This design comes from an exercise in tuning for small area, a short achievable clock period and few clock cycles on the open sky130 flow, not from production work.
At most, simulation tests tie the RTL to the original design; equivalence was not proved.
Power is estimated from default activity; no workload was simulated.

== run C ==
==> module Calculator_512bit, before the edit <==
module Calculator_512bit #(
      parameter OPERAND_WIDTH = 512,
      parameter ADDER_WIDTH   = 128,
      parameter N_ITERATIONS  = OPERAND_WIDTH / ADDER_WIDTH
    )
    (
    input  wire                       iClk,
    input  wire                       iRst,
    input  wire                       iStart,
    input  wire [1:0]                 iSel,
    input  wire [OPERAND_WIDTH-1:0]   iOpA,
    input  wire [OPERAND_WIDTH-1:0]   iOpB,
    output wire [OPERAND_WIDTH:0]     oRes,
    output wire                       oDone);
    localparam W   = OPERAND_WIDTH;
    localparam BLK = 4;              
    localparam NB  = W / BLK;        
    wire          wSub = iSel[1];
    wire [W-1:0]  wT   = iOpB ^ {W{wSub}};
    wire [W-1:0]  wG   = iOpA & wT;
    wire [W-1:0]  wP   = iOpA ^ wT;
    reg  [W-1:0]  wLG, wLP;
    reg  [NB-1:0] wBG, wBP;
    integer i, k, l, j;
    always @(*) begin
        for (k = 0; k < NB; k = k + 1) begin
            wLG[k*BLK] = 1'b0;
            wLP[k*BLK] = 1'b1;
            for (j = 1; j < BLK; j = j + 1) begin
                wLG[k*BLK+j] = wG[k*BLK+j-1] | (wP[k*BLK+j-1] & wLG[k*BLK+j-1]);
                wLP[k*BLK+j] = wP[k*BLK+j-1] & wLP[k*BLK+j-1];
            end
            wBG[k] = wG[k*BLK+BLK-1] | (wP[k*BLK+BLK-1] & wLG[k*BLK+BLK-1]);
            wBP[k] = wP[k*BLK+BLK-1] & wLP[k*BLK+BLK-1];
        end
    end
    reg [NB-1:0] wSG, wSP;
    always @(*) begin
        wSG = wBG;
        wSP = wBP;
        for (l = 0; (1 << l) < NB; l = l + 1)
            for (k = 0; k < NB; k = k + 1)
                if (k & (1 << l)) begin
                    j = (k & ~((2 << l) - 1)) + (1 << l) - 1;
                    wSG[k] = wSG[k] | (wSP[k] & wSG[j]);
                    wSP[k] = wSP[k] & wSP[j];
                end
    end
    wire wCout = wSG[NB-1];         
    wire wEq   = wSP[NB-1];         
    wire wEnd  = wSub & wCout;      
    wire [NB-1:0] wC = {wSG[NB-2:0] | (wSP[NB-2:0] & {(NB-1){wEnd}}), wEnd};
    reg [NB-1:0] rC;
    reg          rCout, rEq, rInv, rAdd, rCmp, rDone;
    always @(posedge iClk) begin
        rC    <= wC;
        rCout <= wCout;
        rEq   <= wEq;
        rInv  <= wSub & ~wCout;
        rAdd  <= (iSel == 2'b01);
        rCmp  <= (iSel == 2'b10);
        rDone <= iStart & ~iRst;
    end
    reg [W-1:0] wSum;
    always @(*)
        for (i = 0; i < W; i = i + 1)
            wSum[i] = wP[i] ^ (wLG[i] | (wLP[i] & rC[i / BLK])) ^ rInv;
    localparam [W:0] MSG_A  = {"iOpA is larger", 401'd0};
    localparam [W:0] MSG_B  = {"iOpB is larger", 401'd0};
    localparam [W:0] MSG_EQ = {"iOpA equals to iOpB", 361'd0};
    wire [W:0] wMsg = rCout ? MSG_A : (rEq ? MSG_EQ : MSG_B);
    assign oRes  = rCmp ? wMsg : {rAdd & rCout, wSum};
    assign oDone = rDone;
endmodule
==> flow/config.mk <==
export PLATFORM = sky130hd
export DESIGN_NAME = Calculator_512bit
export DESIGN_NICKNAME = Calculator_512bit
export VERILOG_FILES = /design/flow/design.v
export SDC_FILE = /design/flow/constraint.sdc
export NUM_CORES = 4
export LEC_CHECK = 0
export CAP_MARGIN = 20
export CORE_AREA = 5 5 305 305
export DIE_AREA = 0 0 310 310
export SETUP_SLACK_MARGIN = 3.5
export SLEW_MARGIN = 20
export TNS_END_PERCENT = 0
==> flow/constraint.sdc <==
create_clock -name core_clock -period 8.0 [get_ports {iClk}]
set_input_delay 1.6000 -clock core_clock [delete_from_list [all_inputs] [get_ports {iClk}]]
set_output_delay 1.6000 -clock core_clock [all_outputs]
set_load 0.01 [all_outputs]
standard.sh (not shown) runs the stock make flow with config.mk's settings and CLKGATE_MAP_FILE= SYNTH_SCRIPT=/design/flow/synth_recipe.tcl, a recipe that flattens the netlist after the stock synthesis.
==> flow/flow/run.sh <==
#!/bin/bash
# The standard ORFS layout, with three changes to how it is made:
#  - synthesis maps the logic with a single-pass ABC script (flow/abc.script:
#    one choice computation and one delay-oriented mapping) in place of the
#    standard five-pass speed script; everything else in synthesis, the
#    registers included, is as synth_recipe.tcl makes it;
#  - port buffers use the smallest buffer cell (buf_1); repair_design and
#    repair_timing still resize them where needed;
#  - IO pins may sit on adjacent routing tracks, so a smaller die holds all pins.
# Each tool's output goes to standard.log here and to the ORFS logs under orfs/logs.
set -euo pipefail
W=$(pwd)
export BUFFER_PORTS_ARGS="-buffer_cell sky130_fd_sc_hd__buf_1"
export PLACE_PINS_ARGS="-min_distance 1 -min_distance_in_tracks"
export FLOW_ABC_SCRIPT="$W/flow/abc.script"
{
  head -n 1 synth_recipe.tcl
  cat <<'TCL'
proc abc {args} {
  set i [lsearch -exact $args -script]
  if {$i >= 0} { lset args [expr {$i + 1}] $::env(FLOW_ABC_SCRIPT) }
  yosys abc {*}$args
}
TCL
  tail -n +2 synth_recipe.tcl
} > flow_synth.tcl
sed "s#SYNTH_SCRIPT=[^ ]*#SYNTH_SCRIPT=$W/flow_synth.tcl#" standard.sh > flow_standard.sh
grep -q "SYNTH_SCRIPT=$W/flow_synth.tcl" flow_standard.sh
bash flow_standard.sh > standard.log 2>&1
==> flow/flow/abc.script <==
&get -n
&st
&dch
&nf
&put
buffer -c
topo
stime -c
upsize -c
dnsize -c
Run C: no failed stages, no open violations at the end
Testbench counts of run C, summed over its fixed seeds: cycles 6,400.
The following lists how run E was set up differently from run C:
==> flow/design.v, changed modules only <==
module Calculator_512bit #(
      parameter OPERAND_WIDTH = 512,
      parameter ADDER_WIDTH   = 128,
      parameter N_ITERATIONS  = OPERAND_WIDTH / ADDER_WIDTH
    )
    (
    input  wire                       iClk,
    input  wire                       iRst,
    input  wire                       iStart,
    input  wire [1:0]                 iSel,
    input  wire [OPERAND_WIDTH-1:0]   iOpA,
    input  wire [OPERAND_WIDTH-1:0]   iOpB,
    output wire [OPERAND_WIDTH:0]     oRes,
    output wire                       oDone);
    localparam W   = OPERAND_WIDTH;
    localparam BLK = 4;              
    localparam NB  = W / BLK;        
    wire          wSub = iSel[1];
    wire [W-1:0]  wT   = iOpB ^ {W{wSub}};
    wire [W-1:0]  wG   = iOpA & wT;
    wire [W-1:0]  wP   = iOpA ^ wT;
    reg  [W-1:0]  wLG, wLP;
    reg  [NB-1:0] wBG, wBP;
    integer i, k, l, j;
    always @(*) begin
        for (k = 0; k < NB; k = k + 1) begin
            wLG[k*BLK] = 1'b0;
            wLP[k*BLK] = 1'b1;
            for (j = 1; j < BLK; j = j + 1) begin
                wLG[k*BLK+j] = wG[k*BLK+j-1] | (wP[k*BLK+j-1] & wLG[k*BLK+j-1]);
                wLP[k*BLK+j] = wP[k*BLK+j-1] & wLP[k*BLK+j-1];
            end
            wBG[k] = wG[k*BLK+BLK-1] | (wP[k*BLK+BLK-1] & wLG[k*BLK+BLK-1]);
            wBP[k] = wP[k*BLK+BLK-1] & wLP[k*BLK+BLK-1];
        end
    end
    reg [NB-1:0] wSG, wSP;
    always @(*) begin
        wSG = wBG;
        wSP = wBP;
        for (l = 0; (1 << l) < NB; l = l + 1)
            for (k = 0; k < NB; k = k + 1)
                if (k & (1 << l)) begin
                    j = (k & ~((2 << l) - 1)) + (1 << l) - 1;
                    wSG[k] = wSG[k] | (wSP[k] & wSG[j]);
                    wSP[k] = wSP[k] & wSP[j];
                end
    end
    wire wCout = wSG[NB-1];         
    wire wEq   = wSP[NB-1];         
    wire wEnd  = wSub & wCout;      
    wire [NB-1:0] wC = {wSG[NB-2:0] | (wSP[NB-2:0] & {(NB-1){wEnd}}), wEnd};
    reg [NB-1:0] rC;
    reg          rCout, rEq, rInv, rAdd, rCmp, rDone;
    always @(posedge iClk) begin
        rC    <= wC ^ {NB{wSub & ~wCout}};    
        rCout <= wCout;
        rEq   <= wEq;
        rInv  <= wSub & ~wCout;
        rAdd  <= (iSel == 2'b01);
        rCmp  <= (iSel == 2'b10);
        rDone <= iStart & ~iRst;
    end
    reg [W-1:0] wGe, wEG, wSum;
    always @(*) begin
        wGe = ~wP & (iOpA ^ {W{rInv}});
        for (k = 0; k < NB; k = k + 1) begin
            wEG[k*BLK] = 1'b0;
            for (j = 1; j < BLK; j = j + 1)
                wEG[k*BLK+j] = wGe[k*BLK+j-1] | (wP[k*BLK+j-1] & wEG[k*BLK+j-1]);
        end
        for (i = 0; i < W; i = i + 1)
            wSum[i] = wP[i] ^ (wEG[i] | (wLP[i] & rC[i / BLK]));
    end
    localparam [W:0] MSG_A  = {"iOpA is larger", 401'd0};
    localparam [W:0] MSG_B  = {"iOpB is larger", 401'd0};
    localparam [W:0] MSG_EQ = {"iOpA equals to iOpB", 361'd0};
    wire [W:0] wMsg = rCout ? MSG_A : (rEq ? MSG_EQ : MSG_B);
    assign oRes  = rCmp ? wMsg : {rAdd & rCout, wSum};
    assign oDone = rDone;
endmodule
Notes after the runs:
Run E vs run C, final total power went down by 0.33 mW. met1 routing resource usage after global routing, run E and run C, higher one = run E. Sort run E and run C by synthesized cell count, descending, and run E comes first. Run C has lower share of the cycle needed by the critical path after routing than run E. Cmp run E vs run C: hold slack lower in run E.
Function not checked in run E: the RTL went through the layout flow alone.

---

the baseline:
Calculator_512bit, a different RTL version from the one above (not shown whole).
Size: ~260 flip-flops, roughly 1500 I/O pins, about 0.053 mm² of cells after synthesis.
==> module Calculator_512bit, before the edit <==
module Calculator_512bit #(
      parameter OPERAND_WIDTH = 512,
      parameter ADDER_WIDTH   = 128,
      parameter N_ITERATIONS  = OPERAND_WIDTH / ADDER_WIDTH
    )
    (
    input  wire                       iClk,
    input  wire                       iRst,
    input  wire                       iStart,
    input  wire [1:0]                 iSel,
    input  wire [OPERAND_WIDTH-1:0]   iOpA,
    input  wire [OPERAND_WIDTH-1:0]   iOpB,
    output wire [OPERAND_WIDTH:0]     oRes,
    output wire                       oDone);
    localparam W   = OPERAND_WIDTH;
    localparam BLK = 4;              
    localparam NB  = W / BLK;        
    integer i, k, l, j;
    wire          wSub = iSel[1];
    wire [W-1:0]  wX   = iOpA ^ iOpB;
    wire [W-1:0]  wP   = wX ^ {W{wSub}};
    wire [W-1:0]  wG   = iOpA & ~wP;
    reg  [NB-1:0] wBG, wBP;
    always @(*)
        for (k = 0; k < NB; k = k + 1) begin
            wBG[k] = 1'b0;
            wBP[k] = 1'b1;
            for (j = 0; j < BLK; j = j + 1) begin
                wBG[k] = wG[k*BLK+j] | (wP[k*BLK+j] & wBG[k]);
                wBP[k] = wP[k*BLK+j] & wBP[k];
            end
        end
    reg [NB-1:0] wSG, wSP;
    always @(*) begin
        wSG = wBG;
        wSP = wBP;
        for (l = 0; (1 << l) < NB; l = l + 1)
            for (k = 0; k < NB; k = k + 1)
                if (k & (1 << l)) begin
                    j = (k & ~((2 << l) - 1)) + (1 << l) - 1;
                    wSG[k] = wSG[k] | (wSP[k] & wSG[j]);
                    wSP[k] = wSP[k] & wSP[j];
                end
    end
    wire wCout = wSG[NB-1];         
    wire wEq   = wSP[NB-1];         
    reg [NB-1:1] rG, rP;            
    reg          rCout, rEq, rSub, rEnd, rAdd, rCmp, rDone;
    always @(posedge iClk) begin
        rG    <= wSG[NB-2:0];
        rP    <= wSP[NB-2:0];
        rCout <= wCout;
        rEq   <= wEq;
        rSub  <= wSub;
        rEnd  <= wSub & wCout;      
        rAdd  <= (iSel == 2'b01);
        rCmp  <= (iSel == 2'b10);
        rDone <= iStart & ~iRst;
    end
    wire [NB-1:0] wC = {rG | (rP & {(NB-1){rEnd}}), rEnd};
    reg [W-1:0] wCy;
    always @(*)
        for (k = 0; k < NB; k = k + 1) begin
            wCy[k*BLK] = wC[k];
            for (j = 1; j < BLK; j = j + 1)
                wCy[k*BLK+j] = (wX[k*BLK+j-1] ^ rSub) ? wCy[k*BLK+j-1] : iOpA[k*BLK+j-1];
        end
    wire [W-1:0] wSum = wX ^ wCy ^ {W{rEnd}};
    localparam [W:0] MSG_A  = {"iOpA is larger", 401'd0};
    localparam [W:0] MSG_B  = {"iOpB is larger", 401'd0};
    localparam [W:0] MSG_EQ = {"iOpA equals to iOpB", 361'd0};
    wire [W:0] wMsg = rCout ? MSG_A : (rEq ? MSG_EQ : MSG_B);
    assign oRes  = rCmp ? wMsg : {rAdd & rCout, wSum};
    assign oDone = rDone;
endmodule
export LEC_CHECK = 0
export CAP_MARGIN = 20
export CORE_AREA = 5 5 295 295
export DIE_AREA = 0 0 300 300
export SETUP_SLACK_MARGIN = 3
export SLEW_MARGIN = 20
create_clock -name core_clock -period 8.0 [get_ports {iClk}]
==> flow/flow/run.sh <==
#!/bin/bash
# The standard ORFS layout, with two changes to how it is made:
#  - port buffers use the smallest buffer cell (buf_1) instead of the default
#    choice; repair_design / repair_timing still resize them where needed;
#  - IO pins may sit on adjacent routing tracks, so a smaller die holds all 1543 pins.
set -euo pipefail
export BUFFER_PORTS_ARGS="-buffer_cell sky130_fd_sc_hd__buf_1"
export PLACE_PINS_ARGS="-min_distance 1 -min_distance_in_tracks"
bash standard.sh > standard.log 2>&1
Input changes introduced in the candidate (baseline for comparison: the baseline):
==> flow/design.v <==
`timescale 1ns / 1ps
module Calculator_512bit #(
      parameter OPERAND_WIDTH = 512,
      parameter ADDER_WIDTH   = 128,
      parameter N_ITERATIONS  = OPERAND_WIDTH / ADDER_WIDTH
    )
    (
    input  wire                       iClk,
    input  wire                       iRst,
    input  wire                       iStart,
    input  wire [1:0]                 iSel,
    input  wire [OPERAND_WIDTH-1:0]   iOpA,
    input  wire [OPERAND_WIDTH-1:0]   iOpB,
    output wire [OPERAND_WIDTH:0]     oRes,
    output wire                       oDone);
    localparam W   = OPERAND_WIDTH;
    localparam BLK = 4;              
    localparam NB  = W / BLK;        
    wire          wSub = iSel[1];
    wire [W-1:0]  wT   = iOpB ^ {W{wSub}};
    wire [W-1:0]  wG   = iOpA & wT;
    wire [W-1:0]  wP   = iOpA ^ wT;
    reg  [W-1:0]  wLG, wLP;
    reg  [NB-1:0] wBG, wBP;
    integer i, k, l, j;
    always @(*) begin
        for (k = 0; k < NB; k = k + 1) begin
            wLG[k*BLK] = 1'b0;
            wLP[k*BLK] = 1'b1;
            for (j = 1; j < BLK; j = j + 1) begin
                wLG[k*BLK+j] = wG[k*BLK+j-1] | (wP[k*BLK+j-1] & wLG[k*BLK+j-1]);
                wLP[k*BLK+j] = wP[k*BLK+j-1] & wLP[k*BLK+j-1];
            end
            wBG[k] = wG[k*BLK+BLK-1] | (wP[k*BLK+BLK-1] & wLG[k*BLK+BLK-1]);
            wBP[k] = wP[k*BLK+BLK-1] & wLP[k*BLK+BLK-1];
        end
    end
    reg [NB-1:0] wSG, wSP;
    always @(*) begin
        wSG = wBG;
        wSP = wBP;
        for (l = 0; (1 << l) < NB; l = l + 1)
            for (k = 0; k < NB; k = k + 1)
                if (k & (1 << l)) begin
                    j = (k & ~((2 << l) - 1)) + (1 << l) - 1;
                    wSG[k] = wSG[k] | (wSP[k] & wSG[j]);
                    wSP[k] = wSP[k] & wSP[j];
                end
    end
    wire wCout = wSG[NB-1];         
    wire wEq   = wSP[NB-1];         
    wire wEnd  = wSub & wCout;      
    wire [NB-1:0] wC = {wSG[NB-2:0] | (wSP[NB-2:0] & {(NB-1){wEnd}}), wEnd};
    reg [NB-1:0] rC;
    reg          rCout, rEq, rInv, rAdd, rCmp, rDone;
    always @(posedge iClk) begin
        rC    <= wC;
        rCout <= wCout;
        rEq   <= wEq;
        rInv  <= wSub & ~wCout;
        rAdd  <= (iSel == 2'b01);
        rCmp  <= (iSel == 2'b10);
        rDone <= iStart & ~iRst;
    end
    reg [W-1:0] wSum;
    always @(*)
        for (i = 0; i < W; i = i + 1)
            wSum[i] = wP[i] ^ (wLG[i] | (wLP[i] & rC[i / BLK])) ^ rInv;
    localparam [W:0] MSG_A  = {"iOpA is larger", 401'd0};
    localparam [W:0] MSG_B  = {"iOpB is larger", 401'd0};
    localparam [W:0] MSG_EQ = {"iOpA equals to iOpB", 361'd0};
    wire [W:0] wMsg = rCout ? MSG_A : (rEq ? MSG_EQ : MSG_B);
    assign oRes  = rCmp ? wMsg : {rAdd & rCout, wSum};
    assign oDone = rDone;
endmodule
==> comparison <==
The candidate vs the baseline, first element of the critical path: iSel[1] vs rCmp$_DFF_P_
Going from the baseline to the candidate, wire length down about 15%; global-route usage shows a reduction of 7.6 points.
Sequential share of layout area: the candidate < the baseline
Diff the baseline -> the candidate: post-cts gate resize count picked up an extra 623; switching power summed over all nets picked up an extra 0.51 mW.
[compare] base=the baseline new=the candidate: minimum period implied by the final worst setup slack went up, total of plain and repair buffers excluding clock buffers went up, simple-gate area share of the yosys netlist went down, slack of the critical path went down, pre-CTS setup slack went down.
Measured against each other, the candidate and the baseline differ in met3 wirelength from detailed routing, the lower figure coming from the candidate.
Going from the baseline to the candidate, power density over cell area grows by 25 mW/mm².
Testbench counts of the candidate, summed over its fixed seeds: cycles 6,400.
No functional check of the RTL was part of the baseline.

## separate check: timing with driven ports
No port has a modelled driver above. Below, the same layouts with a new extraction and two added sets of constraints.
Step 1 (the two cells are an assumption about what drives the block):
set clk [get_ports {iClk}]
set_driving_cell -lib_cell sky130_fd_sc_hd__clkbuf_16 $clk
set_driving_cell -lib_cell sky130_fd_sc_hd__buf_2 [delete_from_list [all_inputs] $clk]
Step 2 adds t to the input delays and takes it off the output delays; t is the mean of the earliest and latest rising clock arrival at the registers after step 1. Input paths then give back, and output paths get back, about the clock's delay inside the block.
Three values: ideal ports, drivers, drivers and shift; two values: the first two.
run | t, ns | setup slack, ns | worst setup path after step 2 | worst register clock-pin slew, ns
run C | 0.558 | 2.737 / 2.455 / 2.040 | input to register | 0.07 / 0.07
run E | 0.559 | 2.466 / 2.199 / 1.742 | input to register | 0.07 / 0.07
the baseline | 0.633 | 2.835 / 2.758 / 2.201 | input to register | 0.07 / 0.07
the candidate | 0.567 | 2.434 / 2.239 / 1.684 | input to register | 0.07 / 0.07
After both steps setup and hold are still met in every run listed. For the candidate, which loses most, drivers alone change the setup slack by -0.195 ns; drivers and shift together by -0.750 ns.
